Source: an optimization exercise on an open RTL-to-GDS flow (aim: small area). Production flows keep margins and buffers that such runs may drop. Where RTL was checked, it was by simulation tests only, not by an equivalence proof against the original. Function not checked in run 1: the RTL went through the layout flow alone. No driver is modelled on the clock port, so clocking that relies on it looks cheaper here than on a real chip. Power figures rest on the tool's default switching activity, not on a simulated workload.

`design/flow/constraint.sdc`:
```
create_clock -name core_clock -period 2.0 [get_ports {clk}]
set_input_delay 0.4000 -clock core_clock [delete_from_list [all_inputs] [get_ports {clk}]]
set_output_delay 0.4000 -clock core_clock [all_outputs]
set_load 0.01 [all_outputs]
```
`design/flow/config.mk`:
```
export PLATFORM = sky130hd
export DESIGN_NAME = rtlfa32_4
export DESIGN_NICKNAME = rtlfa32_4
export VERILOG_FILES = /design/flow/design.v
export SDC_FILE = /design/flow/constraint.sdc
export NUM_CORES = 4
export LEC_CHECK = 0
export ABC_AREA = 1
export CAP_MARGIN = 20
export CORE_MARGIN = 2
export CORE_UTILIZATION = 40
export SLEW_MARGIN = 20
```
`design/flow/flow/run.sh`:
```
#!/bin/bash
# Standard ORFS layout, except:
# - the port buffers are the smallest buffer (sky130_fd_sc_hd__buf_1);
# - clock tree synthesis clusters more flip-flops per leaf buffer and adds
#   no dummy loads.
set -euo pipefail
bash standard.sh finish \
  "BUFFER_PORTS_ARGS=-buffer_cell sky130_fd_sc_hd__buf_1" \
  "CTS_ARGS=-sink_clustering_enable -repair_clock_nets -buf_list sky130_fd_sc_hd__clkbuf_8 -sink_clustering_size 20 -sink_clustering_max_diameter 60 -dont_use_dummy_load" \
  > standard.log 2>&1
```
`design/flow/design.v`:
```
module rtlfa32_4(s, cout, a, b, cin, clk);
	input [31:0] a, b;
	input cin, clk;
	output cout;
	output [31:0] s;
	wire [31:0] bs;           
	wire [32:0] k;            
	wire [7:0] bc;            
	assign bs[0] = a[0] ^ b[0] ^ cin;
	assign k[1] = ~((~a[0] & ~b[0]) | (~cin & ~a[0]) | (~b[0] & ~cin));
	assign bs[1] = a[1] ^ b[1] ^ k[1];
	assign k[2] = ~((~a[1] & ~b[1]) | (~k[1] & ~a[1]) | (~b[1] & ~k[1]));
	assign bs[2] = a[2] ^ b[2] ^ k[2];
	assign k[3] = ~((~a[2] & ~b[2]) | (~k[2] & ~a[2]) | (~b[2] & ~k[2]));
	assign bs[3] = a[3] ^ b[3] ^ k[3];
	assign k[4] = ~((~a[3] & ~b[3]) | (~k[3] & ~a[3]) | (~b[3] & ~k[3]));
	assign bc[0] = k[4];
	assign bs[4] = a[4] ^ b[4];
	assign k[5] = a[4] & b[4];
	assign bs[5] = a[5] ^ b[5] ^ k[5];
	assign k[6] = ~((~a[5] & ~b[5]) | (~k[5] & ~a[5]) | (~b[5] & ~k[5]));
	assign bs[6] = a[6] ^ b[6] ^ k[6];
	assign k[7] = ~((~a[6] & ~b[6]) | (~k[6] & ~a[6]) | (~b[6] & ~k[6]));
	assign bs[7] = a[7] ^ b[7] ^ k[7];
	assign k[8] = ~((~a[7] & ~b[7]) | (~k[7] & ~a[7]) | (~b[7] & ~k[7]));
	assign bc[1] = k[8];
	assign bs[8] = a[8] ^ b[8];
	assign k[9] = a[8] & b[8];
	assign bs[9] = a[9] ^ b[9] ^ k[9];
	assign k[10] = ~((~a[9] & ~b[9]) | (~k[9] & ~a[9]) | (~b[9] & ~k[9]));
	assign bs[10] = a[10] ^ b[10] ^ k[10];
	assign k[11] = ~((~a[10] & ~b[10]) | (~k[10] & ~a[10]) | (~b[10] & ~k[10]));
	assign bs[11] = a[11] ^ b[11] ^ k[11];
	assign k[12] = ~((~a[11] & ~b[11]) | (~k[11] & ~a[11]) | (~b[11] & ~k[11]));
	assign bc[2] = k[12];
	assign bs[12] = a[12] ^ b[12];
	assign k[13] = a[12] & b[12];
	assign bs[13] = a[13] ^ b[13] ^ k[13];
	assign k[14] = ~((~a[13] & ~b[13]) | (~k[13] & ~a[13]) | (~b[13] & ~k[13]));
	assign bs[14] = a[14] ^ b[14] ^ k[14];
	assign k[15] = ~((~a[14] & ~b[14]) | (~k[14] & ~a[14]) | (~b[14] & ~k[14]));
	assign bs[15] = a[15] ^ b[15] ^ k[15];
	assign k[16] = ~((~a[15] & ~b[15]) | (~k[15] & ~a[15]) | (~b[15] & ~k[15]));
	assign bc[3] = k[16];
	assign bs[16] = a[16] ^ b[16];
	assign k[17] = a[16] & b[16];
	assign bs[17] = a[17] ^ b[17] ^ k[17];
	assign k[18] = ~((~a[17] & ~b[17]) | (~k[17] & ~a[17]) | (~b[17] & ~k[17]));
	assign bs[18] = a[18] ^ b[18] ^ k[18];
	assign k[19] = ~((~a[18] & ~b[18]) | (~k[18] & ~a[18]) | (~b[18] & ~k[18]));
	assign bs[19] = a[19] ^ b[19] ^ k[19];
	assign k[20] = ~((~a[19] & ~b[19]) | (~k[19] & ~a[19]) | (~b[19] & ~k[19]));
	assign bc[4] = k[20];
	assign bs[20] = a[20] ^ b[20];
	assign k[21] = a[20] & b[20];
	assign bs[21] = a[21] ^ b[21] ^ k[21];
	assign k[22] = ~((~a[21] & ~b[21]) | (~k[21] & ~a[21]) | (~b[21] & ~k[21]));
	assign bs[22] = a[22] ^ b[22] ^ k[22];
	assign k[23] = ~((~a[22] & ~b[22]) | (~k[22] & ~a[22]) | (~b[22] & ~k[22]));
	assign bs[23] = a[23] ^ b[23] ^ k[23];
	assign k[24] = ~((~a[23] & ~b[23]) | (~k[23] & ~a[23]) | (~b[23] & ~k[23]));
	assign bc[5] = k[24];
	assign bs[24] = a[24] ^ b[24];
	assign k[25] = a[24] & b[24];
	assign bs[25] = a[25] ^ b[25] ^ k[25];
	assign k[26] = ~((~a[25] & ~b[25]) | (~k[25] & ~a[25]) | (~b[25] & ~k[25]));
	assign bs[26] = a[26] ^ b[26] ^ k[26];
	assign k[27] = ~((~a[26] & ~b[26]) | (~k[26] & ~a[26]) | (~b[26] & ~k[26]));
	assign bs[27] = a[27] ^ b[27] ^ k[27];
	assign k[28] = ~((~a[27] & ~b[27]) | (~k[27] & ~a[27]) | (~b[27] & ~k[27]));
	assign bc[6] = k[28];
	assign bs[28] = a[28] ^ b[28];
	assign k[29] = a[28] & b[28];
	assign bs[29] = a[29] ^ b[29] ^ k[29];
	assign k[30] = ~((~a[29] & ~b[29]) | (~k[29] & ~a[29]) | (~b[29] & ~k[29]));
	assign bs[30] = a[30] ^ b[30] ^ k[30];
	assign k[31] = ~((~a[30] & ~b[30]) | (~k[30] & ~a[30]) | (~b[30] & ~k[30]));
	assign bs[31] = a[31] ^ b[31] ^ k[31];
	assign k[32] = ~((~a[31] & ~b[31]) | (~k[31] & ~a[31]) | (~b[31] & ~k[31]));
	assign bc[7] = k[32];
	reg [31:0] ps;
	reg [7:0] pc;
	always @(posedge clk) begin
		ps <= bs;
		pc <= bc;
	end
	wire [8:1] ci;
	wire [31:4] t;            
	wire [31:0] rs;
	assign ci[1] = pc[0];
	assign ci[2] = pc[1] | (&ps[7:4] & ci[1]);
	assign ci[3] = pc[2] | (&ps[11:8] & ci[2]);
	assign ci[4] = pc[3] | (&ps[15:12] & ci[3]);
	assign ci[5] = pc[4] | (&ps[19:16] & ci[4]);
	assign ci[6] = pc[5] | (&ps[23:20] & ci[5]);
	assign ci[7] = pc[6] | (&ps[27:24] & ci[6]);
	assign ci[8] = pc[7] | (&ps[31:28] & ci[7]);
	assign rs[3:0] = ps[3:0];
	assign t[4] = ci[1];
	assign rs[4] = ps[4] ^ t[4];
	assign t[5] = ps[4] & t[4];
	assign rs[5] = ps[5] ^ t[5];
	assign t[6] = ps[5] & t[5];
	assign rs[6] = ps[6] ^ t[6];
	assign t[7] = ps[6] & t[6];
	assign rs[7] = ps[7] ^ t[7];
	assign t[8] = ci[2];
	assign rs[8] = ps[8] ^ t[8];
	assign t[9] = ps[8] & t[8];
	assign rs[9] = ps[9] ^ t[9];
	assign t[10] = ps[9] & t[9];
	assign rs[10] = ps[10] ^ t[10];
	assign t[11] = ps[10] & t[10];
	assign rs[11] = ps[11] ^ t[11];
	assign t[12] = ci[3];
	assign rs[12] = ps[12] ^ t[12];
	assign t[13] = ps[12] & t[12];
	assign rs[13] = ps[13] ^ t[13];
	assign t[14] = ps[13] & t[13];
	assign rs[14] = ps[14] ^ t[14];
	assign t[15] = ps[14] & t[14];
	assign rs[15] = ps[15] ^ t[15];
	assign t[16] = ci[4];
	assign rs[16] = ps[16] ^ t[16];
	assign t[17] = ps[16] & t[16];
	assign rs[17] = ps[17] ^ t[17];
	assign t[18] = ps[17] & t[17];
	assign rs[18] = ps[18] ^ t[18];
	assign t[19] = ps[18] & t[18];
	assign rs[19] = ps[19] ^ t[19];
	assign t[20] = ci[5];
	assign rs[20] = ps[20] ^ t[20];
	assign t[21] = ps[20] & t[20];
	assign rs[21] = ps[21] ^ t[21];
	assign t[22] = ps[21] & t[21];
	assign rs[22] = ps[22] ^ t[22];
	assign t[23] = ps[22] & t[22];
	assign rs[23] = ps[23] ^ t[23];
	assign t[24] = ci[6];
	assign rs[24] = ps[24] ^ t[24];
	assign t[25] = ps[24] & t[24];
	assign rs[25] = ps[25] ^ t[25];
	assign t[26] = ps[25] & t[25];
	assign rs[26] = ps[26] ^ t[26];
	assign t[27] = ps[26] & t[26];
	assign rs[27] = ps[27] ^ t[27];
	assign t[28] = ci[7];
	assign rs[28] = ps[28] ^ t[28];
	assign t[29] = ps[28] & t[28];
	assign rs[29] = ps[29] ^ t[29];
	assign t[30] = ps[29] & t[29];
	assign rs[30] = ps[30] ^ t[30];
	assign t[31] = ps[30] & t[30];
	assign rs[31] = ps[31] ^ t[31];
	reg [32:0] r1, r2, r3, r4, r5, r6, r7;
	always @(posedge clk) begin
		r1 <= {ci[8], rs};
		r2 <= r1;
		r3 <= r2;
		r4 <= r3;
		r5 <= r4;
		r6 <= r5;
		r7 <= r6;
	end
	assign {cout, s} = r7;
endmodule
```
`design/flow/standard.sh`:
```
#!/bin/bash
# synth_recipe.tcl (not shown) runs the flow's synth.tcl, then flattens the netlist and writes it again
# the make line also repeats each setting of config.mk as NAME=value (left out here)
make -C /OpenROAD-flow-scripts/flow DESIGN_CONFIG=/design/flow/config.mk WORK_HOME=/design/flow/orfs CLKGATE_MAP_FILE= SYNTH_SCRIPT=/design/flow/synth_recipe.tcl "${@:-finish}"
```
==> results of run 1 <==
[sequential cells by signal, summed over array words and instances (netlist names)]
| register | count |
|---|---|
| r5 | 33 |
| pc | 8 |
| r7 | 33 |
| ps | 32 |
| r3 | 33 |
| r2 | 33 |
| r4 | 33 |
| r1 | 33 |
| r6 | 33 |
[metal layers]
| metal | vias up | GRT usage |
|---|---|---|
| met5 | - | 0 |
| met4 | 0 | 0.0477 |
| met3 | 21 | 0.0242 |
| met2 | 75 | 0.139 |
| met1 | 1118 | 0.0956 |
| li1 | 1384 | - |
[cells in the final DEF (no fill, tap or decap)]
| master | count |
|---|---|
| ha_2 | 1 |
| dfxtp_1 | 266 |
| nand2_2 | 9 |
| nor2_1 | 2 |
| nand2_4 | 1 |
| inv_2 | 1 |
| o21bai_4 | 1 |
| buf_1 | 98 |
| dfxtp_2 | 5 |
| ha_4 | 2 |
| nor2_2 | 4 |
| fa_1 | 22 |
| nand2_1 | 15 |
| clkbuf_8 | 18 |
| nand3_2 | 1 |
| inv_1 | 5 |
| fa_2 | 3 |
| xor2_1 | 7 |
| ha_1 | 25 |
| buf_4 | 7 |
[cells in the mapped netlist]
master,number
dfxtp_1,271
ha_1,28
fa_1,25
nand2_1,15
nand2_2,10
xor2_1,7
inv_1,5
nor2_2,4
nor2_1,2
inv_2,1
nand3_1,1
o21bai_2,1
[layout make-up]
type                            count  area [um^2]
Multi-Input combinational cell     93         1130
Sequential cell                   271         5430
Timing Repair Buffer              105          420
Tap cell                          216          270
Inverter                            6         22.5
Fill cell                        1421         8420
Clock buffer                       18          248
[power by group]
part,switching (mW),leakage [nW],internal (mW)
logic,0.321,0.710,0.253
registers,0.290,2.29,6.67
clock network,1.42,0.129,0.816
total,2.03,3.13,7.74
[per-stage QoR]
step                utilization  cells  hold slack (ps)  setup slack (ps)  power (mW)
floorplan                     -    370              310             -16.7        7.29
global placement          0.450    684              310              -133        7.60
detailed placement        0.450    684              312              -190        7.66
CTS                       0.468    705             79.2              1.68        9.93
global route              0.472    709             85.6             -6.68        10.4
finish                    0.472    709              112               116        9.77
[worst reg2reg max path, cell delays in order, from the launching register on]
cell	delay (ps)
dfxtp_2	350
nand3_2	100
o21bai_4	160
nand2_2	70
nand2_2	70
nand2_2	50
nand2_2	80
nand2_2	50
nand2_2	70
nand2_2	60
nand2_4	70
nand2_2	50
nand2_2	60
ha_2	190
ha_4	130
ha_4	120
xor2_1	130
[logic make-up after synthesis]
group / Yosys count
AOI/OAI and AO/OA: 1
xor gates and xnor gates: 7
adders and majority gates: 53
buffers and inverters: 6
DFF: 271
and+or+nand+nor: 32
[worst max-delay path by stage]
| stage | startpoint | endpoint | cells past startpoint |
|---|---|---|---|
| detailed placement | a[0] | ps[3]$_DFF_P_ | 5 |
| global route | ps[5]$_DFF_P_ | r1[31]$_DFF_P_ | 16 |
| CTS | ps[4]$_DFF_P_ | r1[31]$_DFF_P_ | 16 |
| finish | pc[0]$_DFF_P_ | r1[31]$_DFF_P_ | 16 |
| floorplan | a[0] | ps[3]$_DFF_P_ | 4 |
| global placement | a[0] | ps[3]$_DFF_P_ | 5 |
[repair_timing]
action                                  in CTS  in global routing
pin swaps                                    4                  6
setup buffers                                3                  4
gates resized for setup                      7                  6
endpoints found under the setup margin       1                  2
==> reports/qor.csv, run 1 <==
stage;metric;value;unit
detailed_routing;via_count;2598;
layout;nets;614;
detailed_routing;wl_met3;478;um
critical_path;r2r_setup_slack;120;ps
layout;drive_gt1_frac;0.108;
detailed_routing;highest_layer;met4;
critical_path;worstPathRequired;2410;ps
synthesis;ys_warn_count;1;
synthesis;syn_nets;489;
status;status;finished clean;
layout;fin_area;7520;um^2
place;place_hpwl;4700;um
cts;clock_path_buffers;3;
worst_hold_path;min_path_type;input port to flip-flop;
detailed_routing;wl_met1;3070;um
synthesis;ys_top_cells_by_area;dfxtp_1, fa_1, ha_1;
pwr;worst_ir_drop_vdd;0.000443;V
place;portBuffers;98;
worst_hold_path;hp-start;b[4];
grt;grtUsageTotal;0.0832;
grt;antenna_found_initial;0;
floorplanning;rows;46;
floorplanning;core-area;15900;um^2
sta;relSlewSlack;0.877;
cts;htree_levels;1;
worst_hold_path;min_path_cells;2;
sta;post-route-period-util;0.942;
critical_path;crit_arrival;2290;ps
grt;grt_max_degree;21;
grt;gr-total-overflow;0;
cts;cts_tree;built;
pwr;leakagePower;3.13;nW
critical_path;max_stage_delay;350;ps
cts;path_clk_slew;100;ps
synthesis;synth_top_area_frac;0.831;
critical_path;reg2reg_to;r1[31]$_DFF_P_;
job;cap_violations;0;
place;gp_congestion;0.748;
critical_path;crit_chain;nand3_2 -> o21bai_4 -> nand2_2 -> nand2_2 -> nand2_2 -> nand2_2 -> nand2_2 -> nand2_2 -> nand2_2 -> nand2_4 -> nand2_2 -> nand2_2 -> ha_2 -> ha_4 -> ha_4 -> xor2_1;
detailed_routing;dr.pass1.iters;4;
detailed_routing;route.final.wire_length;6870;um
sta;setup_viol;0;
sta;period_minus_slack;1880;ps
grt;grt_pass1_wl;12000;um
critical_path;cp_common_cell;nand2_2;
detailed_routing;ant_nets;0;
synthesis;synth.mux.area_fraction;0;
critical_path;crit_fanout;2;
critical_path;crit_type;flip-flop to flip-flop;
sta;final_hold_viol_count;0;
synthesis;synth.distinct_cells;12;
cts;root_buffer;clkbuf_8;
sta;fin_skew;45.4;ps
synthesis;synth_area;6530;um^2
synthesis;syn-instance-count;370;
synthesis;synth_xor_area_frac;0.00939;
detailed_routing;drcViolationCount;0;
floorplanning;boundaryPins;99;
synthesis;yosysSeqAreaShare;0.831;
synthesis;avgSynthCellArea;17.6;um^2
floorplanning;dieArea;17400;um^2
synthesis;synth_compound_area_frac;0.00173;
floorplanning;die_y;132;um
detailed_routing;avgRoutedWirePerCell;9.70;um
critical_path;end_kind;flip-flop;
synthesis;synth-seq-cells;271;
sta;tns;0;ps
grt;grt_pass1_vias;2774;
sta;max_freq;531;MHz
critical_path;start_kind;flip-flop;
cts;cts-hold-fix-buffers;0;
detailed_routing;drt-vias-per-instance;3.66;
synthesis;synth_top_cell_by_area;dfxtp_1;
critical_path;cp_num_buf_inv;0;
layout;synthToLayoutAreaGrowth;15.3;%
cts;clk-insertion-delay-late;490;ps
cts;clock-sinks;271;
critical_path;r2r_start;pc[0]$_DFF_P_;
floorplanning;start_util;0.409;
place;place_area;7170;um^2
critical_path;slowest_stage;dfxtp_2;
sta;tightest_slew;185;ps
synthesis;synth_top_family_by_area;adder cells;
floorplanning;die_w;132;um
worst_hold_path;holdPathEnd;ps[4]$_DFF_P_;
critical_path;ff2ff_path_depth;16;
sta;slew_violations;0;
pwr;power.density;1300;nW/um^2
synthesis;synthSimpleGateAreaFrac;0.0240;
detailed_routing;drt_iter0_drc;112;
layout;antennaDiodeCount;0;
synthesis;synth_fa_ha_area_frac;0.130;
critical_path;crit_family;simple AND/OR/NAND/NOR gates;
cts;cts-buffers-inserted;18;
detailed_routing;dr_wl_met2;3060;um
==> run 2, diff against run 1 <==
--- a/design/flow/design.v
+++ b/design/flow/design.v
@@ -6,3 +6,3 @@
 	wire [31:0] bs;           
-	wire [32:0] k;            
+	wire [32:1] k;            
 	wire [7:0] bc;            
==> run 2 against run 1 <==
Still clean on timing, DRC and antenna; synthesized cell count stayed put; final area is the same; sequential power barely moved; non-clock buffer count is the same; maximum frequency stayed put.
==> reports/qor.csv, run 2 <==
stage;metric;value;unit;change
floorplanning;dieArea;17400;um^2;unchanged
pwr;leakagePower;3.13;nW;unchanged
grt;grtUsageTotal;0.0832;;unchanged
cts;cts-buffers-inserted;18;;unchanged
detailed_routing;drt-vias-per-instance;3.66;;unchanged
synthesis;synth-seq-cells;271;;unchanged
critical_path;crit_type;flip-flop to flip-flop;;
synthesis;ys_top_cells_by_area;dfxtp_1, fa_1, ha_1;;
synthesis;synth_top_family_by_area;adder cells;;
layout;synthToLayoutAreaGrowth;15.3;%;unchanged
floorplanning;die_w;132;um;unchanged
floorplanning;start_util;0.409;;unchanged
worst_hold_path;hp-start;b[4];;
critical_path;crit_family;simple AND/OR/NAND/NOR gates;;
sta;fin_skew;45.4;ps;unchanged
place;portBuffers;98;;unchanged
sta;finalWorstSetupSlack;116;ps;unchanged
synthesis;synthFlopType;dfxtp_1;;
detailed_routing;ant_nets;0;;unchanged
sta;slew_violations;0;;unchanged
critical_path;cp_num_buf_inv;0;;unchanged
cts;htree_levels;1;;unchanged
synthesis;synth_area;6530;um^2;unchanged
grt;gr-total-overflow;0;;unchanged
synthesis;synth_compound_area_frac;0.00173;;unchanged
synthesis;synth.distinct_cells;12;;unchanged
layout;antennaDiodeCount;0;;unchanged
layout;layout_commonest_cell;dfxtp_1;;
synthesis;synth_fa_ha_area_frac;0.130;;unchanged
detailed_routing;dr.pass1.iters;4;;unchanged
cts;cts_tree;built;;
worst_hold_path;min_path_type;input port to flip-flop;;
synthesis;postSynth.asyncResetShare;0;;unchanged
sta;tns;0;ps;unchanged
sta;period_minus_slack;1880;ps;unchanged
synthesis;avgSynthCellArea;17.6;um^2;unchanged
synthesis;synth_top_cell_by_area;dfxtp_1;;
layout;fin_cells;709;;unchanged
detailed_routing;avgRoutedWirePerCell;9.70;um;unchanged
sta;tightest_slew;185;ps;unchanged
layout;layout_common_cells;dfxtp_1, buf_1, ha_1, fa_1, clkbuf_8;;
critical_path;crit_arrival;2290;ps;about the same
critical_path;r2r_start;pc[0]$_DFF_P_;;
grt;grt_pass1_vias;2774;;unchanged
synthesis;syn-instance-count;370;;unchanged
synthesis;synth_edf_count;0;;unchanged
layout;fin_area;7520;um^2;unchanged
cts;path_clk_slew;100;ps;about the same
detailed_routing;via_count;2598;;unchanged
floorplanning;die_y;132;um;unchanged
place;place_hpwl;4700;um;unchanged
place;dpl.cell_count;684;;unchanged
sta;setup_viol;0;;unchanged
sta;relSlewSlack;0.877;;unchanged
sta;final_hold_viol_count;0;;unchanged
place;dp_slack;-190;ps;unchanged
grt;antenna_found_initial;0;;unchanged
pwr;power.density;1300;nW/um^2;unchanged
floorplanning;core-area;15900;um^2;unchanged
cts;clock-sinks;271;;unchanged
synthesis;synth_common_cells;dfxtp_1, ha_1, fa_1;;
detailed_routing;drcViolationCount;0;;unchanged
critical_path;cp_common_cell;nand2_2;;
job;cap_violations;0;;unchanged
synthesis;synth_top_area_frac;0.831;;unchanged
status;status;finished clean;;
cts;root_buffer;clkbuf_8;;
synthesis;synthSimpleGateAreaFrac;0.0240;;unchanged
floorplanning;rows;46;;unchanged
synthesis;yosysSeqAreaShare;0.831;;unchanged
critical_path;worstPathRequired;2410;ps;about the same
layout;drive_gt1_frac;0.108;;unchanged
layout;nets;614;;unchanged
critical_path;setup.worst_path.start;pc[0]$_DFF_P_;;
grt;grt_max_degree;21;;unchanged
pwr;worst_ir_drop_vdd;0.000443;V;unchanged
critical_path;start_kind;flip-flop;;
synthesis;ys_warn_count;1;;unchanged
critical_path;crit_fanout;2;;unchanged
detailed_routing;drt_iter0_drc;112;;unchanged
critical_path;crit_chain;nand3_2 -> o21bai_4 -> nand2_2 -> nand2_2 -> nand2_2 -> nand2_2 -> nand2_2 -> nand2_2 -> nand2_2 -> nand2_4 -> nand2_2 -> nand2_2 -> ha_2 -> ha_4 -> ha_4 -> xor2_1;;
cts;clock_path_buffers;3;;unchanged
cts;clk-insertion-delay-late;490;ps;about the same
critical_path;end_kind;flip-flop;;
sta;post-route-period-util;0.942;;unchanged
detailed_routing;route.final.wire_length;6870;um;unchanged
layout;fillers;1421;;unchanged
synthesis;yosysMostFrequentCell;dfxtp_1;;
synthesis;synth.mux.area_fraction;0;;unchanged
place;gp_congestion;0.748;;unchanged
critical_path;max_stage_delay;350;ps;about the same
critical_path;slowest_stage;dfxtp_2;;
grt;grt_pass1_wl;12000;um;unchanged
floorplanning;boundaryPins;99;;unchanged
sta;max_freq;531;MHz;unchanged
synthesis;synth_xor_area_frac;0.00939;;unchanged
place;place_area;7170;um^2;unchanged
synthesis;syn_nets;489;;unchanged
==> run 2: worst register-to-register path, delay by kind of cell, from the launching register on <==
| kind | cells | cell delay, ps |
|---|---|---|
| AOI/OAI and AO/OA | 1 | 160 |
| xor gates and xnor gates | 1 | 130 |
| and+or+nand+nor | 11 | 730 |
| adders and majority gates | 3 | 440 |
| DFF | 1 | 350 |
==> run 2: timing repair <==
action | in CTS | in global routing
setup endpoints to repair | 1 | 2
cloned | 0 | 0
hold buffers | 0 | 0
setup buffers | 3 | 4
gates resized for setup | 7 | 6
pin swaps | 4 | 6
==> run 2: cell families after synthesis <==
logic type | after synthesis
xor+xnor | 7
flops | 271
simple gates | 32
compound gates | 1
buf+inv | 6
fa+ha+maj | 53
==> run 2: path summary, 6_finish.rpt <==
path                            slack, ps  cells past startpoint             end
worst max-delay path                  120                     16  r1[31]$_DFF_P_
worst min-delay path                  110                      2   ps[4]$_DFF_P_
worst max register to register        120                     16  r1[31]$_DFF_P_
worst min register to register        300                      0  r2[12]$_DFF_P_
==> run 2: metrics by stage <==
step / power, mW / utilization / hold WS (ps)
finish: 9.77 / 0.472 / 112
floorplan: 7.29 / - / 310
global route: 10.4 / 0.472 / 85.6
detailed placement: 7.66 / 0.450 / 312
CTS: 9.93 / 0.468 / 79.2
global placement: 7.60 / 0.450 / 310
==> run 2: power breakdown <==
part / internal, mW / total, mW / switching, mW
Combinational: 0.253 / 0.574 / 0.321
Clock: 0.816 / 2.23 / 1.42
Sequential: 6.67 / 6.97 / 0.290
==> run 2: layout make-up <==
class                   instances  area (um^2)  area share
flip-flops and latches        271         5430       0.722
multi-input cells              93         1130       0.150
repair buffers                105          420      0.0559
well taps                     216          270      0.0359
clock buffers                  18          248      0.0329
inverters                       6         22.5     0.00299
==> run 2: layer usage <==
layer | vias up | routed length (um) | track usage
met5 | - | 0 | 0
met4 | 0 | 262 | 0.0477
met3 | 21 | 478 | 0.0242
met2 | 75 | 3060 | 0.139
met1 | 1118 | 3070 | 0.0956
li1 | 1384 | - | -
==> run 3, diff against run 2 <==
--- a/design/flow/flow/run.sh
+++ b/design/flow/flow/run.sh
@@ -4,5 +4,8 @@
 # - clock tree synthesis clusters more flip-flops per leaf buffer and adds
-#   no dummy loads.
+#   no dummy loads;
+# - the floorplan step does not size gates for timing (with ideal clocks);
+#   timing is repaired after clock tree synthesis.
 set -euo pipefail
 bash standard.sh finish \
+  REMOVE_ABC_BUFFERS=1 \
   "BUFFER_PORTS_ARGS=-buffer_cell sky130_fd_sc_hd__buf_1" \
==> run 3 against run 2 <==
Worst hold slack better by 11 ps; largest cell class unchanged; via count hardly changed; sequential power hardly changed; flip-flop and latch count unchanged; clock skew up 10 ps; register-to-register slack worse by 30 ps.
==> reports/qor.csv, run 3 <==
stage;metric;value;unit;change
critical_path;cp_common_cell;nand2_2;;
synthesis;synth_fa_ha_area_frac;0.130;;unchanged
worst_hold_path;min_path_type;input port to flip-flop;;
pwr;power.density;1300;nW/um^2;about the same
synthesis;synth_area;6530;um^2;unchanged
synthesis;avgSynthCellArea;17.6;um^2;unchanged
detailed_routing;drcViolationCount;0;;unchanged
floorplanning;rows;46;;unchanged
detailed_routing;dr.pass1.iters;6;;+2
pwr;pwr-share-seq;0.715;;+0.002
synthesis;postSynth.asyncResetShare;0;;unchanged
cts;htree_levels;1;;unchanged
job;cap_violations;0;;unchanged
critical_path;crit_fanout;2;;unchanged
pwr;pwr-share-clk;0.228;;about the same
sta;slew_violations;0;;unchanged
synthesis;syn-instance-count;370;;unchanged
synthesis;synth_top_family_by_area;adder cells;;
synthesis;synth-seq-cells;271;;unchanged
synthesis;synthSimpleGateAreaFrac;0.0240;;unchanged
detailed_routing;highest_layer;met4;;
synthesis;synth_edf_count;0;;unchanged
critical_path;crit_type;flip-flop to flip-flop;;
sta;hold-worst-slack;123;ps;+11.3 ps
cts;clk-insertion-delay-late;490;ps;about the same
grt;antenna_found_initial;0;;unchanged
layout;drive_gt1_frac;0.0941;;-0.0134
grt;grt_pass1_vias;2748;;-0.94%
detailed_routing;wl_met1;3030;um;-1.3%
critical_path;max_stage_delay;350;ps;about the same
detailed_routing;drt_iter0_drc;64;;-43%
synthesis;yosysMostFrequentCell;dfxtp_1;;
critical_path;cp_num_buf_inv;0;;unchanged
layout;synthToLayoutAreaGrowth;14.9;%;
grt;gr-total-overflow;0;;unchanged
cts;clock-sinks;271;;unchanged
cts;cts-buffers-inserted;18;;unchanged
floorplanning;core-area;15900;um^2;unchanged
cts;clock_path_buffers;3;;unchanged
layout;nets;610;;-0.65%
layout;post-route-util;0.470;;-0.00173
pwr;p_comb_frac;0.057;;-0.002
critical_path;crit_chain;nand3_2 -> o21bai_4 -> nand2_2 -> nand2_2 -> nand2_2 -> nand2_2 -> nand2_2 -> nand2_2 -> nand2_2 -> nand2_4 -> nand2_2 -> nand2_2 -> ha_4 -> ha_4 -> ha_4 -> xor2_1;;
layout;antennaDiodeCount;0;;unchanged
detailed_routing;wl_met3;451;um;-5.6%
pwr;power.internal;7.73;mW;-0.20%
pwr;swShare;0.207;;-0.000675
place;dpl.cell_count;684;;unchanged
layout;layout_common_cells;dfxtp_1, buf_1, fa_1, ha_1, clkbuf_8;;
layout;fin_area;7500;um^2;-0.37%
detailed_routing;route.final.wire_length;6930;um;+0.76%
floorplanning;boundaryPins;99;;unchanged
status;status;finished clean;;
synthesis;synth.distinct_cells;12;;unchanged
critical_path;start_kind;flip-flop;;
place;place_hpwl;4770;um;+1.5%
sta;max_freq;521;MHz;-1.7%
place;dp_slack;-306;ps;-116 ps
cts;root_buffer;clkbuf_8;;
sta;fin_skew;55.6;ps;+10.3 ps
layout;layout_commonest_cell;dfxtp_1;;
pwr;power.switching;2.02;mW;-0.61%
pwr;worst_ir_drop_vdd;0.000499;V;+13%
detailed_routing;dr_wl_met2;3190;um;+4.2%
sta;finalWorstSetupSlack;82.3;ps;-33.2 ps
synthesis;synth.mux.area_fraction;0;;unchanged
synthesis;synthFlopType;dfxtp_1;;
layout;fillers;1419;;-0.14%
synthesis;synth_xor_area_frac;0.00939;;unchanged
pwr;leakagePower;3.11;nW;-0.50%
place;portBuffers;98;;unchanged
critical_path;end_kind;flip-flop;;
critical_path;crit_family;simple AND/OR/NAND/NOR gates;;
sta;relSlewSlack;0.878;;+0.000911
synthesis;synth_top_cell_by_area;dfxtp_1;;
synthesis;synth_top_area_frac;0.831;;unchanged
sta;setup_viol;0;;unchanged
floorplanning;die_y;132;um;unchanged
detailed_routing;ant_nets;0;;unchanged
detailed_routing;avgRoutedWirePerCell;9.82;um;+1.3%
sta;tightest_slew;183;ps;-1.37 ps
synthesis;ys_top_cells_by_area;dfxtp_1, fa_1, ha_1;;
layout;multiInputGateArea;1130;um^2;+0.22%
sta;tns;0;ps;unchanged
cts;cts_tree;built;;
cts;cts-hold-fix-buffers;0;;unchanged
place;place_area;7170;um^2;-0.10%
floorplanning;die_w;132;um;unchanged
critical_path;slowest_stage;dfxtp_2;;
synthesis;ys_warn_count;1;;unchanged
layout;regArea;5430;um^2;unchanged
critical_path;crit_arrival;2340;ps;+50 ps
sta;post-route-period-util;0.959;;+0.0166
sta;final_hold_viol_count;0;;unchanged
grt;grt_max_degree;21;;unchanged
synthesis;yosysSeqAreaShare;0.831;;unchanged
grt;grtUsageTotal;0.0812;;-0.00205
detailed_routing;drt-vias-per-instance;3.68;;+0.49%
synthesis;synth_compound_area_frac;0.00173;;unchanged
layout;fin_cells;705;;-0.56%
pwr;totalPowerFinal;9.74;mW;-0.29%
synthesis;synth_common_cells;dfxtp_1, ha_1, fa_1;;
floorplanning;dieArea;17400;um^2;unchanged
critical_path;worstPathRequired;2430;ps;+20 ps
sta;rsz0062_at_grt;yes;;
grt;grt_pass1_wl;11700;um;-3.1%
place;gp_congestion;0.790;;+5.7%
detailed_routing;via_count;2596;;-0.077%
sta;period_minus_slack;1920;ps;+33.2 ps
cts;path_clk_slew;110;ps;about the same
floorplanning;start_util;0.409;;unchanged
## run 3: repair_timing
item / in CTS / in global routing
gates resized for setup: 0 / 14
setup endpoints to repair: 0 / 3
buffers inserted: 0 / 3
## run 3: final timing paths
path | startpoint | end | slack, ps | cells past startpoint
max | ps[4]$_DFF_P_ | r1[31]$_DFF_P_ | 80 | 16
min | b[24] | ps[24]$_DFF_P_ | 120 | 2
max reg2reg | ps[4]$_DFF_P_ | r1[31]$_DFF_P_ | 80 | 16
min reg2reg | r1[9]$_DFF_P_ | r2[9]$_DFF_P_ | 280 | 0
## run 3: kinds of logic (layout without fill, tap and decap cells)
| family | after synthesis | after routing |
|---|---|---|
| xor gates and xnor gates | 7 | 7 |
| buffers and inverters | 6 | 125 |
| DFF | 271 | 271 |
| adders and majority gates | 53 | 53 |
| AOI/OAI and AO/OA | 1 | 1 |
| and+or+nand+nor | 32 | 32 |
## run 3: routing by layer
| layer | GRT usage | vias to the layer above |
|---|---|---|
| met1 | 0.0905 | 1123 |
| met2 | 0.138 | 78 |
| met5 | 0 | - |
| met3 | 0.0292 | 21 |
| met4 | 0.0405 | 0 |
| li1 | - | 1374 |
## run 3: final cells by class
type                            instances  area share
Sequential cell                       271       0.724
Tap cell                              216      0.0360
Clock buffer                           18      0.0330
Inverter                                6     0.00300
Timing Repair Buffer                  101      0.0521
Multi-Input combinational cell         93       0.151
## run 3: power groups by stage
stage               logic (mW)  registers [mW]  clock network, mW
floorplan                0.188            7.10                  0
global placement         0.522            7.08                  0
detailed placement       0.541            7.11                  0
CTS                      0.547            6.98               2.36
global route             0.649            7.10               2.55
finish                   0.557            6.97               2.22
==> run 4, diff against run 3 <==
--- a/design/flow/design.v
+++ b/design/flow/design.v
@@ -7,3 +7,3 @@
 	wire [32:1] k;            
-	wire [7:0] bc;            
+	wire [6:0] bc;            
 	assign bs[0] = a[0] ^ b[0] ^ cin;
@@ -34,7 +34,7 @@
 	assign k[12] = ~((~a[11] & ~b[11]) | (~k[11] & ~a[11]) | (~b[11] & ~k[11]));
-	assign bc[2] = k[12];
-	assign bs[12] = a[12] ^ b[12];
-	assign k[13] = a[12] & b[12];
-	assign bs[13] = a[13] ^ b[13] ^ k[13];
-	assign k[14] = ~((~a[13] & ~b[13]) | (~k[13] & ~a[13]) | (~b[13] & ~k[13]));
+	assign bs[12] = a[12] ^ b[12] ^ k[12];
+	assign k[13] = ~((~a[12] & ~b[12]) | (~k[12] & ~a[12]) | (~b[12] & ~k[12]));
+	assign bc[2] = k[13];
+	assign bs[13] = a[13] ^ b[13];
+	assign k[14] = a[13] & b[13];
 	assign bs[14] = a[14] ^ b[14] ^ k[14];
@@ -43,14 +43,13 @@
 	assign k[16] = ~((~a[15] & ~b[15]) | (~k[15] & ~a[15]) | (~b[15] & ~k[15]));
-	assign bc[3] = k[16];
-	assign bs[16] = a[16] ^ b[16];
-	assign k[17] = a[16] & b[16];
+	assign bs[16] = a[16] ^ b[16] ^ k[16];
+	assign k[17] = ~((~a[16] & ~b[16]) | (~k[16] & ~a[16]) | (~b[16] & ~k[16]));
 	assign bs[17] = a[17] ^ b[17] ^ k[17];
 	assign k[18] = ~((~a[17] & ~b[17]) | (~k[17] & ~a[17]) | (~b[17] & ~k[17]));
-	assign bs[18] = a[18] ^ b[18] ^ k[18];
-	assign k[19] = ~((~a[18] & ~b[18]) | (~k[18] & ~a[18]) | (~b[18] & ~k[18]));
+	assign bc[3] = k[18];
+	assign bs[18] = a[18] ^ b[18];
+	assign k[19] = a[18] & b[18];
 	assign bs[19] = a[19] ^ b[19] ^ k[19];
 	assign k[20] = ~((~a[19] & ~b[19]) | (~k[19] & ~a[19]) | (~b[19] & ~k[19]));
-	assign bc[4] = k[20];
-	assign bs[20] = a[20] ^ b[20];
-	assign k[21] = a[20] & b[20];
+	assign bs[20] = a[20] ^ b[20] ^ k[20];
+	assign k[21] = ~((~a[20] & ~b[20]) | (~k[20] & ~a[20]) | (~b[20] & ~k[20]));
 	assign bs[21] = a[21] ^ b[21] ^ k[21];
@@ -59,7 +58,7 @@
 	assign k[23] = ~((~a[22] & ~b[22]) | (~k[22] & ~a[22]) | (~b[22] & ~k[22]));
-	assign bs[23] = a[23] ^ b[23] ^ k[23];
-	assign k[24] = ~((~a[23] & ~b[23]) | (~k[23] & ~a[23]) | (~b[23] & ~k[23]));
-	assign bc[5] = k[24];
-	assign bs[24] = a[24] ^ b[24];
-	assign k[25] = a[24] & b[24];
+	assign bc[4] = k[23];
+	assign bs[23] = a[23] ^ b[23];
+	assign k[24] = a[23] & b[23];
+	assign bs[24] = a[24] ^ b[24] ^ k[24];
+	assign k[25] = ~((~a[24] & ~b[24]) | (~k[24] & ~a[24]) | (~b[24] & ~k[24]));
 	assign bs[25] = a[25] ^ b[25] ^ k[25];
@@ -70,3 +69,3 @@
 	assign k[28] = ~((~a[27] & ~b[27]) | (~k[27] & ~a[27]) | (~b[27] & ~k[27]));
-	assign bc[6] = k[28];
+	assign bc[5] = k[28];
 	assign bs[28] = a[28] ^ b[28];
@@ -79,5 +78,5 @@
 	assign k[32] = ~((~a[31] & ~b[31]) | (~k[31] & ~a[31]) | (~b[31] & ~k[31]));
-	assign bc[7] = k[32];
+	assign bc[6] = k[32];
 	reg [31:0] ps;
-	reg [7:0] pc;
+	reg [6:0] pc;
 	always @(posedge clk) begin
@@ -86,3 +85,3 @@
 	end
-	wire [8:1] ci;
+	wire [7:1] ci;
 	wire [31:4] t;            
@@ -91,8 +90,7 @@
 	assign ci[2] = pc[1] | (&ps[7:4] & ci[1]);
-	assign ci[3] = pc[2] | (&ps[11:8] & ci[2]);
-	assign ci[4] = pc[3] | (&ps[15:12] & ci[3]);
-	assign ci[5] = pc[4] | (&ps[19:16] & ci[4]);
-	assign ci[6] = pc[5] | (&ps[23:20] & ci[5]);
-	assign ci[7] = pc[6] | (&ps[27:24] & ci[6]);
-	assign ci[8] = pc[7] | (&ps[31:28] & ci[7]);
+	assign ci[3] = pc[2] | (&ps[12:8] & ci[2]);
+	assign ci[4] = pc[3] | (&ps[17:13] & ci[3]);
+	assign ci[5] = pc[4] | (&ps[22:18] & ci[4]);
+	assign ci[6] = pc[5] | (&ps[27:23] & ci[5]);
+	assign ci[7] = pc[6] | (&ps[31:28] & ci[6]);
 	assign rs[3:0] = ps[3:0];
@@ -114,5 +112,5 @@
 	assign rs[11] = ps[11] ^ t[11];
-	assign t[12] = ci[3];
+	assign t[12] = ps[11] & t[11];
 	assign rs[12] = ps[12] ^ t[12];
-	assign t[13] = ps[12] & t[12];
+	assign t[13] = ci[3];
 	assign rs[13] = ps[13] ^ t[13];
@@ -122,3 +120,3 @@
 	assign rs[15] = ps[15] ^ t[15];
-	assign t[16] = ci[4];
+	assign t[16] = ps[15] & t[15];
 	assign rs[16] = ps[16] ^ t[16];
@@ -126,3 +124,3 @@
 	assign rs[17] = ps[17] ^ t[17];
-	assign t[18] = ps[17] & t[17];
+	assign t[18] = ci[4];
 	assign rs[18] = ps[18] ^ t[18];
@@ -130,3 +128,3 @@
 	assign rs[19] = ps[19] ^ t[19];
-	assign t[20] = ci[5];
+	assign t[20] = ps[19] & t[19];
 	assign rs[20] = ps[20] ^ t[20];
@@ -136,5 +134,5 @@
 	assign rs[22] = ps[22] ^ t[22];
-	assign t[23] = ps[22] & t[22];
+	assign t[23] = ci[5];
 	assign rs[23] = ps[23] ^ t[23];
-	assign t[24] = ci[6];
+	assign t[24] = ps[23] & t[23];
 	assign rs[24] = ps[24] ^ t[24];
@@ -146,3 +144,3 @@
 	assign rs[27] = ps[27] ^ t[27];
-	assign t[28] = ci[7];
+	assign t[28] = ci[6];
 	assign rs[28] = ps[28] ^ t[28];
@@ -156,3 +154,3 @@
 	always @(posedge clk) begin
-		r1 <= {ci[8], rs};
+		r1 <= {ci[7], rs};
 		r2 <= r1;
--- a/design/flow/flow/run.sh
+++ b/design/flow/flow/run.sh
@@ -4,8 +4,5 @@
 # - clock tree synthesis clusters more flip-flops per leaf buffer and adds
-#   no dummy loads;
-# - the floorplan step does not size gates for timing (with ideal clocks);
-#   timing is repaired after clock tree synthesis.
+#   no dummy loads.
 set -euo pipefail
 bash standard.sh finish \
-  REMOVE_ABC_BUFFERS=1 \
   "BUFFER_PORTS_ARGS=-buffer_cell sky130_fd_sc_hd__buf_1" \
==> run 4 against run 3 <==
Highest routed layer unchanged; flip-flop and latch count is 1 lower; final cell count is 1.4% lower; critical path type unchanged; register-to-register slack better by 60 ps; routed wire length is 2.1% higher; clock power hardly changed; setup slack better by 58 ps; total power is 0.23% lower; synthesized cell count is 1.9% lower; clock-buffer cell count stayed put; clock skew is 3.5 ps lower.
==> reports/qor.csv, run 4 <==
stage;metric;value;unit;change
status;status;finished clean;;
floorplanning;die_w;131;um;-0.23%
synthesis;yosysSeqAreaShare;0.832;;+0.000920
floorplanning;die_y;131;um;-0.23%
place;portBuffers;98;;unchanged
floorplanning;core-area;15900;um^2;-0.36%
worst_hold_path;hp-start;b[28];;
critical_path;r2r_start;pc[0]$_DFF_P_;;
pwr;power.density;1300;nW/um^2;about the same
cts;cts_tree;built;;
critical_path;crit_arrival;2260;ps;-80 ps
grt;grtUsageTotal;0.0825;;+0.00135
layout;synthToLayoutAreaGrowth;15.3;%;
sta;slew_violations;0;;unchanged
sta;hold-worst-slack;113;ps;-9.93 ps
layout;layout_common_cells;dfxtp_1, buf_1, ha_1, fa_2, clkbuf_8;;
sta;tightest_slew;194;ps;+10.7 ps
place;dp_slack;-286;ps;+20.1 ps
pwr;totalPowerFinal;9.72;mW;-0.23%
layout;layout_commonest_cell;dfxtp_1;;
cts;cts-buffers-inserted;18;;unchanged
pwr;worst_ir_drop_vdd;0.000434;V;-13%
sta;relSlewSlack;0.871;;-0.00707
sta;period_minus_slack;1860;ps;-57.6 ps
synthesis;synth_edf_count;0;;unchanged
synthesis;synth_top_cell_by_area;dfxtp_1;;
floorplanning;boundaryPins;99;;unchanged
cts;clock_path_buffers;3;;unchanged
critical_path;worstPathRequired;2400;ps;-30 ps
grt;antenna_found_initial;0;;unchanged
grt;grt_max_degree;21;;unchanged
place;gp_congestion;0.763;;-3.4%
cts;cts-hold-fix-buffers;0;;unchanged
cts;clock-sinks;270;;-0.37%
cts;htree_levels;1;;unchanged
place;place_area;7230;um^2;+0.93%
synthesis;postSynth.asyncResetShare;0;;unchanged
synthesis;syn-instance-count;363;;-1.9%
floorplanning;dieArea;17300;um^2;-0.46%
place;place_hpwl;4840;um;+1.5%
detailed_routing;drt_iter0_drc;77;;+20%
layout;fin_area;7490;um^2;-0.13%
critical_path;end_kind;flip-flop;;
synthesis;ys_warn_count;1;;unchanged
synthesis;synth_top_area_frac;0.832;;+0.000920
detailed_routing;drt-vias-per-instance;3.65;;-0.79%
cts;path_clk_slew;110;ps;about the same
sta;setup_viol;0;;unchanged
synthesis;syn_nets;483;;
synthesis;synth_area;6500;um^2;-0.48%
sta;fin_skew;52.2;ps;-3.46 ps
synthesis;yosysMostFrequentCell;dfxtp_1;;
worst_hold_path;min_path_type;input port to flip-flop;;
layout;antennaDiodeCount;0;;unchanged
synthesis;avgSynthCellArea;17.9;um^2;+1.4%
grt;grt_pass1_vias;2567;;-6.6%
synthesis;synth.distinct_cells;11;;-1
cts;cts_setup_buffers;0;;unchanged
layout;nets;601;;-1.5%
grt;grt_pass1_wl;11700;um;+0.53%
cts;clk-insertion-delay-late;490;ps;about the same
synthesis;ys_top_cells_by_area;dfxtp_1, fa_1, ha_1;;
critical_path;start_kind;flip-flop;;
synthesis;synth-seq-cells;270;;-0.37%
sta;final_hold_viol_count;0;;unchanged
critical_path;setup.worst_path.start;pc[0]$_DFF_P_;;
layout;drive_gt1_frac;0.113;;+0.0187
floorplanning;rows;46;;unchanged
place;dpl.cell_count;677;;-1.0%
critical_path;crit_fanout;2;;unchanged
sta;finalWorstSetupSlack;140;ps;+57.6 ps
cts;cts_resized;0;;unchanged
pwr;leakagePower;3.05;nW;-1.9%
cts;root_buffer;clkbuf_8;;
job;cap_violations;0;;unchanged
critical_path;crit_type;flip-flop to flip-flop;;
synthesis;synth_common_cells;dfxtp_1, ha_1, fa_1;;
grt;gr-total-overflow;0;;unchanged
detailed_routing;drcViolationCount;0;;unchanged
sta;rsz0062_at_grt;no;;
sta;max_freq;538;MHz;+3.1%
detailed_routing;route.final.wire_length;7070;um;+2.1%
detailed_routing;via_count;2539;;-2.2%
detailed_routing;avgRoutedWirePerCell;10.2;um;+3.5%
detailed_routing;dr.pass1.iters;2;;-4
sta;post-route-period-util;0.930;;-0.0288
synthesis;synthFlopType;dfxtp_1;;
layout;fin_cells;695;;-1.4%
detailed_routing;ant_nets;0;;unchanged
floorplanning;start_util;0.409;;-0.000486
[run 4: worst max-delay path, stage by stage, from the launching register on]
cell and delay [ps]:
dfxtp_1 330, nand3_1 120, o21bai_4 80, nand2_2 70, nand2_2 60, nand2_2 60
nand2_2 50, nand2_2 60, nand2_2 70, ha_1 180, ha_1 180, ha_1 180
ha_1 180, xor2_1 130
[run 4: stage by stage]
step,utilization,setup TNS [ps]
final,0.471,0
after global routing,0.471,0
after CTS,0.471,0
after detailed placement,0.455,-2110
after global placement,0.455,-1840
after floorplan,-,-463
[run 4: layer usage]
layer / global-route usage / wire length, um / up-vias / part of all wire
met5: 0 / 0 / - / 0
met3: 0.0220 / 457 / 23 / 0.065
met2: 0.131 / 3170 / 73 / 0.45
met4: 0.0483 / 262 / 0 / 0.037
li1: - / - / 1357 / -
met1: 0.101 / 3180 / 1086 / 0.45
[run 4: cells by family after synthesis]
kind of cell               count (synthesis)  synth area share
adders and majority gates                 54             0.134
AOI/OAI and AO/OA                          1           0.00173
buffers and inverters                      5           0.00289
DFF                                      270             0.832
and+or+nand+nor                           27            0.0212
xor gates and xnor gates                   6           0.00809
[run 4: final cells by class]
cell class / count / area (um^2)
Inverter: 5 / 18.8
Multi-Input combinational cell: 88 / 1180
Timing Repair Buffer: 98 / 368
Fill cell: 1419 / 8400
Sequential cell: 270 / 5410
Tap cell: 216 / 270
Clock buffer: 18 / 248
[run 4: worst paths after layout]
path / to / slack [ps] / cells past startpoint
max: r1[27]$_DFF_P_ / 140 / 13
min: ps[28]$_DFF_P_ / 110 / 2
max reg2reg: r1[27]$_DFF_P_ / 140 / 13
min reg2reg: r3[17]$_DFF_P_ / 310 / 0
[run 4: power by group]
| part | internal, mW | switching [mW] |
|---|---|---|
| Sequential | 6.64 | 0.290 |
| Clock | 0.816 | 1.44 |
| Combinational | 0.227 | 0.309 |
==> run 5, diff against run 4 <==
--- a/design/flow/config.mk
+++ b/design/flow/config.mk
@@ -10,3 +10,3 @@
 export CORE_MARGIN = 2
-export CORE_UTILIZATION = 40
+export CORE_UTILIZATION = 65
 export SLEW_MARGIN = 20
==> run 5 against run 4 <==
Still clean; synthesized cell count is the same; combinational power grew 5.2%; utilization grew 29 points.
==> reports/qor.csv, run 5 <==
stage;metric;value;unit;change
sta;post-route-period-util;0.930;;about the same
synthesis;synth_common_cells;dfxtp_1, ha_1, fa_1;;
grt;grtUsageTotal;0.129;;+0.0469
detailed_routing;drt-vias-per-instance;4.30;;+18%
detailed_routing;route.final.wire_length;6720;um;-4.9%
cts;clk-insertion-delay-late;500;ps;about the same
layout;drive_gt1_frac;0.125;;+0.0123
critical_path;r2r_start;ps[6]$_DFF_P_;;
synthesis;synthFlopType;dfxtp_1;;
pwr;pwr-share-seq;0.719;;+0.006
synthesis;synth_area;6500;um^2;unchanged
sta;relSlewSlack;0.883;;+0.0117
grt;gr-total-overflow;0;;unchanged
synthesis;postSynth.asyncResetShare;0;;unchanged
layout;fillers;605;;-57%
sta;setup_viol;0;;unchanged
synthesis;synth.distinct_cells;11;;unchanged
critical_path;r2r_setup_slack;140;ps;about the same
detailed_routing;drt_iter0_drc;42;;-45%
sta;slew_violations;0;;unchanged
sta;final_hold_viol_count;0;;unchanged
pwr;worst_ir_drop_vdd;0.000650;V;+50%
layout;antennaDiodeCount;0;;unchanged
floorplanning;die_w;104;um;-21%
sta;tightest_slew;176;ps;-17.6 ps
floorplanning;core-area;9730;um^2;-39%
status;status;finished clean;;
grt;antenna_found_initial;0;;unchanged
place;gp_congestion;0.723;;-5.3%
grt;grt_pass1_wl;11400;um;-2.7%
cts;root_buffer;clkbuf_8;;
synthesis;ys_top_cells_by_area;dfxtp_1, fa_1, ha_1;;
layout;nets;602;;+0.17%
layout;layout_commonest_cell;dfxtp_1;;
layout;post-route-util;0.762;;+0.291
pwr;leakagePower;3.05;nW;about the same
detailed_routing;drcViolationCount;0;;unchanged
critical_path;reg2reg_to;r1[31]$_DFF_P_;;
place;place_hpwl;4530;um;-6.5%
synthesis;avgSynthCellArea;17.9;um^2;unchanged
job;cap_violations;0;;unchanged
pwr;p_comb_frac;0.058;;+0.003
critical_path;cp_common_cell;nand2_2;;
grt;grt_pass1_vias;2715;;+5.8%
pwr;pwr-share-clk;0.223;;-0.009
critical_path;crit_chain;nand3_2 -> o21bai_4 -> nand2_2 -> nand2_2 -> nand2_2 -> nand2_2 -> nand2_2 -> nand2_2 -> nand2_2 -> nand2_4 -> ha_4 -> ha_2 -> ha_2 -> xor2_1;;
critical_path;ff2ff_path_depth;14;;+1
floorplanning;die_y;104;um;-21%
critical_path;crit_arrival;2260;ps;about the same
detailed_routing;via_count;2636;;+3.8%
place;place_area;7130;um^2;-1.4%
synthesis;yosysSeqAreaShare;0.832;;unchanged
cts;clock_path_buffers;3;;unchanged
sta;max_freq;537;MHz;about the same
sta;rsz0062_at_grt;no;;
place;dpl.cell_count;594;;-12%
synthesis;synth_top_area_frac;0.832;;unchanged
cts;clock-sinks;270;;unchanged
cts;path_clk_slew;110;ps;about the same
synthesis;synth_top_cell_by_area;dfxtp_1;;
critical_path;crit_fanout;2;;unchanged
place;portBuffers;98;;unchanged
synthesis;yosysMostFrequentCell;dfxtp_1;;
critical_path;end_kind;flip-flop;;
layout;fin_cells;613;;-12%
worst_hold_path;hp-start;b[4];;
pwr;swShare;0.207;;-0.00207
critical_path;crit_type;flip-flop to flip-flop;;
layout;synthToLayoutAreaGrowth;14.1;%;
sta;period_minus_slack;1860;ps;+0.533 ps
detailed_routing;avgRoutedWirePerCell;11.0;um;+7.8%
critical_path;start_kind;flip-flop;;
layout;layout_common_cells;dfxtp_1, buf_1, ha_1, fa_2, clkbuf_8;;
sta;hold-worst-slack;139;ps;+26.2 ps
synthesis;syn_nets;483;;unchanged
cts;cts-buffers-inserted;17;;-1
synthesis;synth_edf_count;0;;unchanged
worst_hold_path;min_path_cells;2;;unchanged
layout;fin_area;7410;um^2;-0.99%
critical_path;max_stage_delay;380;ps;+50 ps
floorplanning;boundaryPins;99;;unchanged
pwr;power.density;1300;nW/um^2;+0.35%
synthesis;ys_warn_count;1;;unchanged
sta;tns;0;ps;unchanged
floorplanning;start_util;0.668;;+0.259
detailed_routing;ant_nets;0;;unchanged
synthesis;synth-seq-cells;270;;unchanged
pwr;power.internal;7.66;mW;-0.38%
floorplanning;dieArea;10800;um^2;-37%
worst_hold_path;min_path_type;input port to flip-flop;;
cts;htree_levels;1;;unchanged
worst_hold_path;holdPathEnd;ps[4]$_DFF_P_;;
detailed_routing;dr.pass1.iters;4;;+2
cts;cts_tree;built;;
pwr;power.switching;2.00;mW;-1.6%
grt;grt_max_degree;21;;unchanged
floorplanning;rows;36;;-22%
synthesis;syn-instance-count;363;;unchanged
sta;fin_skew;36.5;ps;-15.7 ps
cts;cts-hold-fix-buffers;0;;unchanged
critical_path;slowest_stage;dfxtp_1;;
critical_path;worstPathRequired;2400;ps;about the same
==> run 5: cell counts after synthesis <==
Identical to the previous run, type by type.
==> run 5: cells by family (layout without fill, tap and decap cells) <==
logic type / after synthesis / after routing / share of synthesized area
adders and majority gates: 54 / 54 / 0.134
AOI/OAI and AO/OA: 1 / 1 / 0.00173
and+or+nand+nor: 27 / 27 / 0.0212
buffers and inverters: 5 / 122 / 0.00289
DFF: 270 / 270 / 0.832
xor gates and xnor gates: 6 / 6 / 0.00809
==> run 5: worst max-delay path by stage <==
stage / start / endpoint / slack (ps)
after floorplan: a[8] / ps[12]$_DFF_P_ / -110
after global placement: a[13] / ps[17]$_DFF_P_ / -250
after detailed placement: a[13] / ps[17]$_DFF_P_ / -290
after CTS: pc[0]$_DFF_P_ / r1[31]$_DFF_P_ / 80
after global routing: ps[6]$_DFF_P_ / r1[31]$_DFF_P_ / 5
final: ps[6]$_DFF_P_ / r1[31]$_DFF_P_ / 140
==> run 5: layer usage <==
layer / vias to the layer above / routed length, um / global-route usage
met1: 1176 / 2940 / 0.156
met2: 82 / 3130 / 0.224
met5: - / 0 / 0
li1: 1357 / - / -
met4: 0 / 217 / 0.0492
met3: 21 / 438 / 0.0338
==> run 5: final cells by class <==
cell class	instances	area [um^2]	area share
flip-flops and latches	270	5410	0.729
multi-input cells	88	1200	0.163
repair buffers	100	383	0.0516
clock buffers	17	234	0.0316
well taps	133	166	0.0224
inverters	5	18.8	0.00253
==> run 5: power groups by stage <==
stage | sequential, mW | combinational [mW] | clock (mW)
floorplan | 7.07 | 0.187 | 0
CTS | 6.96 | 0.560 | 2.23
detailed placement | 7.09 | 0.551 | 0
finish | 6.94 | 0.564 | 2.15
global placement | 7.03 | 0.524 | 0
global route | 7.08 | 0.651 | 2.43
==> run 5: through the flow <==
step,power [mW],worst slack [ps]
6_report,9.66,139
5_1_grt,10.2,5.44
4_1_cts,9.76,82.1
3_5_place_dp,7.64,-285
3_3_place_gp,7.55,-253
2_1_floorplan,7.26,-111
==> run 5: worst max-delay path: cells and delay by family (launching register included) <==
family	cells	cell delay [ps]
and+or+nand+nor	9	640
adders and majority gates	3	460
DFF	1	380
AOI/OAI and AO/OA	1	190
xor gates and xnor gates	1	120
==> run 5: timing repair <==
| item | in CTS | in global routing |
|---|---|---|
| setup buffers | 0 | 2 |
| resized for setup | 0 | 8 |
| endpoints found under the setup margin | 0 | 3 |
==> run 6, diff against run 5 <==
--- a/design/flow/flow/run.sh
+++ b/design/flow/flow/run.sh
@@ -8,3 +8,3 @@
   "BUFFER_PORTS_ARGS=-buffer_cell sky130_fd_sc_hd__buf_1" \
-  "CTS_ARGS=-sink_clustering_enable -repair_clock_nets -buf_list sky130_fd_sc_hd__clkbuf_8 -sink_clustering_size 20 -sink_clustering_max_diameter 60 -dont_use_dummy_load" \
+  "CTS_ARGS=-sink_clustering_enable -repair_clock_nets -buf_list sky130_fd_sc_hd__clkbuf_16 -sink_clustering_size 36 -sink_clustering_max_diameter 80 -dont_use_dummy_load" \
   > standard.log 2>&1
--- a/design/flow/config.mk
+++ b/design/flow/config.mk
@@ -10,3 +10,3 @@
 export CORE_MARGIN = 2
-export CORE_UTILIZATION = 65
+export CORE_UTILIZATION = 40
 export SLEW_MARGIN = 20
==> run 6 against run 5 <==
Sequential share of layout area fell by 1.2 points; total power grew 3.4%; non-clock buffer count decreased by 2; clock power rose by 17%; synthesized cell count unchanged; routed wire length up 3.2%; flip-flop and latch count unchanged; clock skew grew 9.8 ps; largest power group unchanged.
==> reports/qor.csv, run 6 <==
stage;metric;value;unit;change
synthesis;synth-seq-cells;270;;unchanged
cts;cts-hold-fix-buffers;0;;unchanged
pwr;leakagePower;3.07;nW;+0.59%
detailed_routing;dr.pass1.iters;3;;-1
detailed_routing;drt-vias-per-instance;3.68;;-14%
cts;clk-insertion-delay-late;470;ps;-30 ps
pwr;power.density;1320;nW/um^2;+1.7%
floorplanning;boundaryPins;99;;unchanged
synthesis;yosysSeqAreaShare;0.832;;unchanged
critical_path;max_stage_delay;330;ps;-50 ps
place;portBuffers;98;;unchanged
floorplanning;die_w;131;um;+26%
detailed_routing;avgRoutedWirePerCell;10.1;um;-8.2%
floorplanning;start_util;0.409;;-0.259
critical_path;r2r_start;pc[0]$_DFF_P_;;
pwr;power.switching;2.03;mW;+1.4%
synthesis;avgSynthCellArea;17.9;um^2;unchanged
layout;antennaDiodeCount;0;;unchanged
synthesis;syn_nets;483;;unchanged
critical_path;crit_fanout;2;;unchanged
job;cap_violations;0;;unchanged
sta;post-route-period-util;0.931;;about the same
layout;drive_gt1_frac;0.101;;-0.0235
sta;setup_viol;0;;unchanged
floorplanning;core-area;15900;um^2;+63%
detailed_routing;via_count;2534;;-3.9%
worst_hold_path;min_path_type;input port to flip-flop;;
critical_path;r2r_setup_slack;140;ps;about the same
critical_path;setup.worst_path.start;pc[0]$_DFF_P_;;
grt;gr-total-overflow;0;;unchanged
critical_path;start_kind;flip-flop;;
critical_path;crit_chain;nand3_1 -> o21bai_4 -> nand2_2 -> nand2_2 -> nand2_2 -> nand2_2 -> nand2_2 -> nand2_2 -> ha_1 -> ha_1 -> ha_1 -> ha_1 -> xor2_1;;
critical_path;cp_num_buf_inv;0;;unchanged
synthesis;ys_warn_count;1;;unchanged
synthesis;synth_top_cell_by_area;dfxtp_1;;
grt;grt_max_degree;37;;+76%
critical_path;crit_type;flip-flop to flip-flop;;
synthesis;syn-instance-count;363;;unchanged
synthesis;synth.mux.area_fraction;0;;unchanged
pwr;pwr-share-clk;0.252;;+0.029
critical_path;end_kind;flip-flop;;
place;place_hpwl;4840;um;+7.0%
cts;clock_path_buffers;3;;unchanged
pwr;worst_ir_drop_vdd;0.000598;V;-8.0%
cts;path_clk_slew;120;ps;about the same
floorplanning;die_y;131;um;+26%
synthesis;synth_fa_ha_area_frac;0.134;;unchanged
pwr;swShare;0.203;;-0.00395
critical_path;cp_common_cell;nand2_2;;
synthesis;synth_area;6500;um^2;unchanged
cts;htree_levels;1;;unchanged
synthesis;synth_edf_count;0;;unchanged
cts;root_buffer;clkbuf_16;;
layout;nets;595;;-1.2%
layout;layout_common_cells;dfxtp_1, buf_1, ha_1, fa_2, clkbuf_16;;
floorplanning;dieArea;17300;um^2;+60%
sta;final_hold_viol_count;0;;unchanged
grt;grt_pass1_vias;2509;;-7.6%
detailed_routing;route.final.wire_length;6930;um;+3.2%
pwr;power.internal;7.96;mW;+3.9%
place;place_area;7230;um^2;+1.5%
synthesis;synth.distinct_cells;11;;unchanged
synthesis;synth_top_family_by_area;adder cells;;
synthesis;synth_top_area_frac;0.832;;unchanged
synthesis;synth_common_cells;dfxtp_1, ha_1, fa_1;;
synthesis;ys_top_cells_by_area;dfxtp_1, fa_1, ha_1;;
pwr;p_comb_frac;0.054;;-0.004
grt;antenna_found_initial;0;;unchanged
grt;grt_pass1_wl;11500;um;+0.54%
sta;hold-worst-slack;145;ps;+6.40 ps
sta;max_freq;537;MHz;about the same
critical_path;worstPathRequired;2360;ps;-40 ps
detailed_routing;drcViolationCount;0;;unchanged
synthesis;synthFlopType;dfxtp_1;;
sta;fin_skew;46.3;ps;+9.80 ps
cts;cts-buffers-inserted;12;;-5
sta;period_minus_slack;1860;ps;+1.71 ps
critical_path;slowest_stage;dfxtp_1;;
place;gp_congestion;0.763;;+5.6%
synthesis;postSynth.asyncResetShare;0;;unchanged
sta;slew_violations;0;;unchanged
pwr;pwr-share-seq;0.695;;-0.024
worst_hold_path;hp-start;b[28];;
cts;cts_tree;built;;
detailed_routing;drt_iter0_drc;89;;+110%
synthesis;synth_xor_area_frac;0.00809;;unchanged
floorplanning;rows;46;;+28%
sta;tightest_slew;195;ps;+18.1 ps
synthesis;yosysMostFrequentCell;dfxtp_1;;
sta;rsz0062_at_grt;no;;
layout;layout_commonest_cell;dfxtp_1;;
status;status;finished clean;;
critical_path;crit_arrival;2220;ps;-40 ps
layout;fin_area;7540;um^2;+1.7%
layout;synthToLayoutAreaGrowth;16.1;%;
synthesis;synth_compound_area_frac;0.00173;;unchanged
critical_path;crit_family;adder cells;;
synthesis;synthSimpleGateAreaFrac;0.0212;;unchanged
cts;clock-sinks;270;;unchanged
grt;grtUsageTotal;0.0797;;-0.0498
detailed_routing;ant_nets;0;;unchanged
sta;relSlewSlack;0.871;;-0.0120
[run 6: final cells by class]
class / count / area (um^2)
flip-flops and latches: 270 / 5410
fillers: 1411 / 8350
inverters: 5 / 18.8
clock buffers: 12 / 300
repair buffers: 98 / 368
well taps: 216 / 270
multi-input cells: 88 / 1180
[run 6: stage by stage]
step | total power, mW | instances | setup TNS [ps] | util | setup WS [ps]
after floorplan | 7.26 | 363 | -463 | - | -111
after global placement | 7.58 | 677 | -1840 | 0.455 | -258
after detailed placement | 7.64 | 677 | -2110 | 0.455 | -286
after CTS | 10.2 | 689 | 0 | 0.474 | 95.4
after global routing | 10.5 | 689 | 0 | 0.475 | 15.7
final | 9.99 | 689 | 0 | 0.475 | 138
[run 6: cells by family after synthesis]
kind of cell | after synthesis
DFF | 270
adders and majority gates | 54
and+or+nand+nor | 27
xor gates and xnor gates | 6
buffers and inverters | 5
AOI/OAI and AO/OA | 1
[run 6: per-layer routing]
| layer | wire, um | GRT usage |
|---|---|---|
| met1 | 3070 | 0.0995 |
| met3 | 375 | 0.0181 |
| met4 | 223 | 0.0362 |
| met2 | 3260 | 0.132 |
| met5 | 0 | 0 |
[run 6: timing repair]
item | 4_1_cts | 5_1_grt
endpoints found under the setup margin | 0 | 1
setup buffers | 0 | 0
hold endpoints to repair | 0 | 0
resized for setup | 0 | 1
[run 6: path summary, 6_finish.rpt]
kind,endpoint,depth (start not counted)
setup / recovery,r1[27]$_DFF_P_,13
hold / removal,ps[28]$_DFF_P_,2
hold reg to reg,r3[8]$_DFF_P_,0
setup reg to reg,r1[27]$_DFF_P_,13
[run 6: power groups by stage]
stage	Combinational [mW]	Clock (mW)	Sequential (mW)
4_1_cts	0.557	2.64	6.96
3_5_place_dp	0.550	0	7.09
3_3_place_gp	0.528	0	7.05
6_report	0.536	2.51	6.94
5_1_grt	0.626	2.81	7.06
2_1_floorplan	0.187	0	7.07

-- static timing again, ports no longer ideal --
The flow's constraints put no driver on any port. The routed layouts listed below were extracted and timed again, unchanged, in two steps.
Step 1 assumes that a clkbuf_16 drives the clock port and a buf_2 every other input.
Step 2 adds t to the input delays and takes it off the output delays; t is the mean of the earliest and latest rising clock arrival at the registers after step 1. Input paths then give back, and output paths get back, about the clock's delay inside the block.
Three values: ideal, step 1, step 2; two values: the first two.
| run | t (ns) | setup WS [ns] | hold slack, ns | latest minus earliest clock arrival (ns) | cell pins on the clock port's net |
|---|---|---|---|---|---|
| run 1 | 0.505 | 0.116 / 0.116 / -0.174 | 0.112 / 0.105 / 0.300 | 0.066 / 0.066 | 1 |
| run 2 | 0.505 | 0.116 / 0.116 / -0.174 | 0.112 / 0.105 / 0.300 | 0.066 / 0.066 | 1 |
| run 3 | 0.497 | 0.082 / 0.082 / -0.285 | 0.123 / 0.120 / 0.285 | 0.058 / 0.058 | 1 |
| run 4 | 0.507 | 0.140 / 0.140 / -0.271 | 0.113 / 0.108 / 0.315 | 0.063 / 0.064 | 1 |
| run 5 | 0.509 | 0.139 / 0.139 / -0.276 | 0.139 / 0.133 / 0.298 | 0.041 / 0.040 | 1 |
| run 6 | 0.489 | 0.138 / 0.138 / -0.297 | 0.145 / 0.138 / 0.300 | 0.048 / 0.049 | 1 |
With both steps, setup timing fails in every run listed, where it was met with ideal ports. For run 6, which loses most, drivers alone change the setup slack by 0.000 ns; drivers and shift together by -0.435 ns.
